This design comes from an exercise in tuning for small area, a short achievable clock period and few clock cycles on the open sky130 flow, not from production work. No functional check of the RTL was part of any run shown here.

==> flow/design.v (outline; a module is shown in full before it is edited, if it fits) <==
// module CONV: 2284 lines
// module CONV_fa: 4 lines
module  CONV(
            input		  clk,
            input		  reset,
            output		  busy,
            input		  ready,
            output [11:0] iaddr,
            input  [19:0] idata,
            output	 	  cwr,
            output [11:0] caddr_wr,
            output [19:0] cdata_wr,
            output	 	  crd,
            output [11:0] caddr_rd,
            input  [19:0] cdata_rd,
            output [ 2:0] csel
        );
  // ...
==> flow/run.sh <==
#!/bin/bash
# synth_recipe.tcl (not shown) runs the flow's synth.tcl, then flattens the netlist and writes it again
# the make line also repeats each setting of config.mk as NAME=value (left out here)
make -C /OpenROAD-flow-scripts/flow DESIGN_CONFIG=/design/flow/config.mk WORK_HOME=/design/flow/orfs CLKGATE_MAP_FILE= SYNTH_SCRIPT=/design/flow/synth_recipe.tcl finish
==> flow/config.mk <==
export PLATFORM = sky130hd
export DESIGN_NAME = CONV
export DESIGN_NICKNAME = CONV
export VERILOG_FILES = /design/flow/design.v
export SDC_FILE = /design/flow/constraint.sdc
export NUM_CORES = 4
export LEC_CHECK = 0
export CAP_MARGIN = 20
export CORE_MARGIN = 2
export CORE_UTILIZATION = 40
export SLEW_MARGIN = 20
export SYNTH_HIERARCHICAL = 1
==> flow/constraint.sdc <==
create_clock -name core_clock -period 10.0 [get_ports {clk}]
set_input_delay 2.0000 -clock core_clock [delete_from_list [all_inputs] [get_ports {clk}]]
set_output_delay 2.0000 -clock core_clock [all_outputs]
set_load 0.01 [all_outputs]
==> impl_metrics.ini, run 1 <==
[outcome]
status = no timing/DRC/antenna violations

[finish]
inv_count = 250
multi_input_gates = 1654
utilization_pct = 46.0
clkbuf_count = 141
largest_class = multi-input gates
seq_share_pct = 37.6
drive_above_1_share_pct = 6.43

[worst_setup_path]
crit_slowest_cell = clkdlybuf4s50_1
crit_type = flop to primary output
startpoint = busy_r
rrSetupSlack_ns = 6.48
crit_family = buffers and inverters
crit_fanout = 5
arrival_ns = 1.69

[clocking]
numCtsBuffers = 97
postCtsSetupRepairBufs = 0
htree_levels = 3
cts_buffer_depth = 3
cts_resized = 0
holdBufCountCts = 0

[placed_design]
dpl_cell_area_sq_um = 47400

[run]
maxCapViolCount = 0

[min_path]
hold_depth = 0
hold_class = flop to flop

[sta]
drv_slew = 0
setup_ws_ns = 6.31
fmax_mhz = 271

[detailed_routing]
wl_met2_um = 53900
vias_per_cell = 4.95

[floorplan]
rows = 122
die_h_um = 338

[yosys]
yosys_warnings = 7
synthArstFlopShare_pct = 0.423
synth_compound_area_share_pct = 3.09
avgSynthCellArea_sq_um = 15.5
synth_xor_area_share_pct = 0.999

[global_routing]
top_usage_layer = met2
grt_pass1_vias = 24800
==> inputs of run 2 (changes only) <==
--- a/flow/config.mk
+++ b/flow/config.mk
@@ -8,5 +8,6 @@
 export CAP_MARGIN = 20
 export CORE_MARGIN = 2
-export CORE_UTILIZATION = 40
+export CORE_UTILIZATION = 65
+export PLACE_DENSITY = 0.75
 export SLEW_MARGIN = 20
 export SYNTH_HIERARCHICAL = 1
==> impl_metrics.ini, run 2 <==
[finish]
largest_reg_flops = 460
mostFrequentLayoutCell = fa_1
layoutNonFillerInstCount = 4021
fillCellCount = 4318
largest_register = sr
nNetsFinal = 4186
final_cell_mix = 988 x fa_1, 921 x dfxtp_1, 248 x inv_1
area_growth_pct = 11.9
top_regs = sr: 460 flops, r1: 241 flops, r2: 104 flops
num_antenna_cells = 0
drive_above_1_share_pct = 6.47
stdcell_area_sq_um = 50000
utilization_pct = 73.2

[clocking]
cts_resized = 0
clk_pin_slew_ns = 0.06
htree_levels = 3
clkLatencyLatePin_ns = 0.69
cts_sinks = 946
cts_buffer_depth = 3
postCtsSetupRepairBufs = 0
root_buffer = clkbuf_16
cts_tree = built
numCtsBuffers = 92
holdBufCountCts = 0

[detailed_routing]
vias = 23900
wl_met3_um = 16100
dr.pass1.iters = 7
ant_nets = 0
wl_met1_um = 47600
drc = 0
wl_met2_um = 58400
drt_iter0_drc = 2344
vias_per_cell = 5.95
highest_layer = met5
routed_wl_um = 130000
wire_per_inst_um = 32.4

[min_path]
hp-start = r1[241]
hold_class = flop to flop
hold_depth = 0
min_to = r2[104]

[yosys]
synth_cells = 2880
ys_seq_area_share_pct = 42.9
yosys_warnings = 7
synth_seq_cells = 946
synth.area.top_cells = fa_1 44%, dfxtp_1 41%, ha_1 2.6%
synthArstFlopShare_pct = 0.423
yosysTopAreaCellShare_pct = 44.2
synth_edf_count = 20
synthFlopType = dfxtp_1
synth_commonest_cells = 988 x fa_1, 922 x dfxtp_1, 248 x inv_1
yosys.area.top_type = fa_1
ys_types = 74
avgSynthCellArea_sq_um = 15.5
synth_most_common_cell = fa_1
netlist_area_sq_um = 44700

[worst_setup_path]
path_buf_inv = 1
ff2ff_path_depth = 11
crit_family = buffers and inverters
crit_fanout = 5
r2r_start = r2[75]
slowest_delay_ns = 0.61
rrSetupSlack_ns = 6.32
arrival_ns = 1.73
cp-start-kind = flop
cp-end-kind = primary output
crit_slowest_cell = clkdlybuf4s50_1
required_ns = 8.00
cp_cell_sequence = clkdlybuf4s50_1
crit_type = flop to primary output
worstReg2RegEnd = cdata_wr_r[3]

[sta]
fin_tns_setup_ns = 0
fin_crit_sh_pct = 37.3
fmax_mhz = 268
finalSetupViolCount = 0
worstMarginPinSlew_ns = 1.18
hold_viol = 0
drv_slew = 0
worst_slew_margin_rel_pct = 21.3
clock-skew-final_ns = 0.0578
post-route-min-period_ns = 3.73
rsz0062_at_grt = no

[floorplan]
die-area_sq_um = 70900
initial_core_util_pct = 65.4
dieWidth_um = 266
ios = 105
rows = 96
core_area_sq_um = 68300
die_h_um = 266

[outcome]
status = no timing/DRC/antenna violations

[global_routing]
grt_max_degree = 40
grt_first_pass_wirelength_um = 187000
grt_usage_pct = 38.6
antenna_found_initial = 6
grt_pass1_vias = 26900
overflow = 0

[placed_design]
dpl_cell_area_sq_um = 46700
place.gp.congestion = 1.04
numPortBuffers = 102
dp.cells = 3848
dp_hpwl_um = 99600

[run]
maxCapViolCount = 0
run 2: cell types whose count changed in the layout (fill, tap and decap cells not counted), sizes merged:
cell / delta
inv: +3
buf: +4
diode: -2
clkbuf: -19
clkinvlp: +3
bufinv: -4
clkinv: +9
run 2: kinds of logic after synthesis:
kind of cell	after synthesis	synth area share (%)
AO/OA/AOI/OAI	222	3.09
adder cells (fa/ha/maj)	1082	46.9
flip-flops	946	42.9
XOR/XNOR	51	0.999
buffers and inverters	300	2.77
AND/OR/NAND/NOR	252	2.81
multiplexers	25	0.579
other	2	0.0168
run 2: metrics by stage:
stage	setup WS [ns]	hold WS, ns
5_1_grt	6.03	0.280
2_1_floorplan	6.89	0.310
3_5_place_dp	6.37	0.312
4_1_cts	6.25	0.269
3_3_place_gp	6.46	0.309
6_report	6.27	0.288
run 2: Yosys stat by module, one instance, submodules excluded:
module	copies in the design	area (sq um)
CONV	1	24900
CONV_fa	987	20.0
run 2: final cells by class:
type / count / area [sq um] / area share, %
sequential: 946 / 19200 / 38.3
clock buffer: 122 / 2620 / 5.23
clock inverter: 50 / 648 / 1.30
inverter: 250 / 938 / 1.88
timing repair buffer: 117 / 1150 / 2.31
multi-input combinational: 1654 / 24400 / 48.8
tap: 882 / 1100 / 2.21
run 2: per-layer routing:
| metal | GRT usage, % | vias to the layer above |
|---|---|---|
| li1 | - | 9336 |
| met1 | 48.9 | 12600 |
| met2 | 57.5 | 1503 |
| met3 | 15.7 | 460 |
| met4 | 20.1 | 6 |
| met5 | 0 | - |
run 2: worst max path at each step:
stage / from / endpoint / slack, ns / depth (start not counted)
finish: busy_r / crd / 6.27 / 1
detailed placement: r2[75] / cdata_wr_r[3] / 6.37 / 11
global route: r2[75] / cdata_wr_r[3] / 6.03 / 11
CTS: busy_r / crd / 6.25 / 1
global placement: r2[75] / cdata_wr_r[3] / 6.46 / 11
floorplan: r2[51] / cdata_wr_r[7] / 6.89 / 12
==> inputs of run 3 (changes only) <==
--- a/flow/config.mk
+++ b/flow/config.mk
@@ -8,6 +8,7 @@
 export CAP_MARGIN = 20
 export CORE_MARGIN = 2
-export CORE_UTILIZATION = 65
-export PLACE_DENSITY = 0.75
+export CORE_UTILIZATION = 40
+export CTS_CLUSTER_DIAMETER = 100
+export CTS_CLUSTER_SIZE = 25
 export SLEW_MARGIN = 20
 export SYNTH_HIERARCHICAL = 1
==> impl_metrics.ini, run 3 <==
[outcome]
status = no timing/DRC/antenna violations

[worst_setup_path]
startpoint = busy_r
crit_type = flop to primary output
path_buf_inv = 1
crit_fanout = 5
cp-start-kind = flop
arrival_ns = 1.69
crit_slowest_cell = clkdlybuf4s50_1
r2r_start = sr[48]
cp-end-kind = primary output
slowest_delay_ns = 0.57
crit_family = buffers and inverters
required_ns = 8.00
cp_cell_sequence = clkdlybuf4s50_1

[yosys]
ys_seq_area_share_pct = 42.9
synthFlopType = dfxtp_1
synthArstFlopShare_pct = 0.423
synth.area.top_cells = fa_1 44%, dfxtp_1 41%, ha_1 2.6%
synth_cells = 2880
netlist_area_sq_um = 44700
yosys_warnings = 7
yosysTopAreaCellShare_pct = 44.2
synth_most_common_cell = fa_1
synth_commonest_cells = 988 x fa_1, 922 x dfxtp_1, 248 x inv_1
ys_types = 74
synth_seq_cells = 946
synth_edf_count = 20
yosys.area.top_type = fa_1
avgSynthCellArea_sq_um = 15.5

[clocking]
clkLatencyLatePin_ns = 0.69
htree_levels = 2
cts_tree = built
numCtsBuffers = 50
cts_resized = 0
root_buffer = clkbuf_16
postCtsSetupRepairBufs = 0
clk_pin_slew_ns = 0.10
cts_buffer_depth = 3
holdBufCountCts = 0
cts_sinks = 946

[finish]
multi_input_area_sq_um = 24400
largest_register = sr
largest_reg_flops = 460
drive_above_1_share_pct = 3.43
stdcell_area_sq_um = 49000
fillCellCount = 9913
top_regs = sr: 460 flops, r1: 241 flops, r2: 104 flops
mostFrequentLayoutCell = fa_1
final_cell_mix = 988 x fa_1, 922 x dfxtp_1, 248 x inv_1
final-seq-area_sq_um = 19200
nNetsFinal = 4140
area_growth_pct = 9.64
utilization_pct = 44.2

[detailed_routing]
routed_wl_um = 125000
vias_per_cell = 4.95
dr.pass1.iters = 5
vias = 22400
drt_iter0_drc = 1937
wire_per_inst_um = 27.7
drc = 0
ant_nets = 0

[floorplan]
die-area_sq_um = 114000
rows = 122
initial_core_util_pct = 40.3
core_area_sq_um = 111000
die_h_um = 338
ios = 105
dieWidth_um = 338

[sta]
worst_slew_margin_rel_pct = 18.7
fin_tns_setup_ns = 0
post-route-min-period_ns = 3.69
clock-skew-final_ns = 0.0376
drv_slew = 0
finalSetupViolCount = 0
fin_crit_sh_pct = 36.9
worstMarginPinSlew_ns = 1.22
fmax_mhz = 271
hold_viol = 0
rsz0062_at_grt = no

[global_routing]
overflow = 0
grt_pass1_vias = 24300
antenna_found_initial = 8
grt_first_pass_wirelength_um = 179000
grt_usage_pct = 22.3
grt_max_degree = 43

[placed_design]
dp_hpwl_um = 96800
place.gp.congestion = 1.02
dpl_cell_area_sq_um = 47400
numPortBuffers = 102

[min_path]
hold_class = flop to flop
hp-start = sr[175]

[run]
maxCapViolCount = 0
run 3: cell counts after synthesis:
No cell type changed its count.
run 3: logic make-up (layout without fill, tap and decap cells):
| family | after synthesis | after routing | synth area share [%] |
|---|---|---|---|
| DFF | 946 | 946 | 42.9 |
| xor gates and xnor gates | 51 | 51 | 0.999 |
| buffers and inverters | 300 | 436 | 2.77 |
| AOI/OAI and AO/OA | 222 | 222 | 3.09 |
| adders and majority gates | 1082 | 1082 | 46.9 |
| muxes | 25 | 25 | 0.579 |
| other | 2 | 25 | 0.0168 |
| and+or+nand+nor | 252 | 252 | 2.81 |
run 3: final timing paths:
| check | to | slack (ns) | cells past startpoint |
|---|---|---|---|
| hold reg to reg | sr[195] | 0.31 | 0 |
| min in group asynchronous | busy_r | 1.50 | 2 |
| setup / recovery | busy | 6.31 | 1 |
| max in group asynchronous | csel1_r | 8.32 | 2 |
| hold / removal | sr[195] | 0.31 | 0 |
| setup reg to reg | r1[73] | 6.47 | 4 |
run 3: area by class of cell:
cell class	count	area share [%]
multi-input cells	1654	49.8
flip-flops and latches	946	39.1
well taps	1488	3.80
clock buffers	57	2.63
repair buffers	113	2.25
inverters	250	1.91
clock inverters	16	0.551
diodes	3	0.0153
run 3: per-layer routing:
| metal | part of all wire [%] | GRT usage (%) |
|---|---|---|
| met3 | 11 | 8.00 |
| met2 | 42 | 32.0 |
| met4 | 4.9 | 9.60 |
| met5 | 0 | 0 |
| met1 | 42 | 30.4 |
run 3: stage by stage:
| stage | setup WS, ns | cells | hold WS [ns] |
|---|---|---|---|
| 2_1_floorplan | 6.89 | 2900 | 0.310 |
| 3_3_place_gp | 6.50 | 4451 | 0.310 |
| 3_5_place_dp | 6.44 | 4451 | 0.312 |
| 4_1_cts | 6.25 | 4524 | 0.320 |
| 5_1_grt | 6.23 | 4524 | 0.329 |
| 6_report | 6.31 | 4527 | 0.307 |
run 3: per-module statistics from Yosys (local to each module, per instance):
module	area (sq um)	times used
CONV	24900	1
CONV_fa	20.0	987

[re-timing with driven ports]
Ports are ideal in the flow. The routed layouts listed here were re-timed in OpenROAD.
Step 1 sets driving cells, clkbuf_16 on the clock port and buf_2 on the other inputs (assumed; they add their load-dependent delay and slew).
Step 2, shift: input delay + t, output delay - t, t = (earliest + latest rising clock arrival at the registers) / 2. This alone moves slack from input paths to output paths.
Slacks: ideal ports / drivers / drivers and shift; pairs: ideal ports / drivers.
run | t (ns) | setup WS [ns] | hold WS [ns] | latest minus earliest clock arrival (ns) | pins driven straight from the clock port
run 1 | 0.746 | 6.313 / 6.244 / 6.480 | 0.318 / 0.318 / 0.318 | 0.025 / 0.025 | 1
run 2 | 0.734 | 6.273 / 6.205 / 6.321 | 0.288 / 0.288 / 0.288 | 0.067 / 0.067 | 1
run 3 | 0.740 | 6.309 / 6.241 / 6.470 | 0.307 / 0.307 / 0.307 | 0.044 / 0.043 | 1
After both steps setup and hold are still met in every run listed.
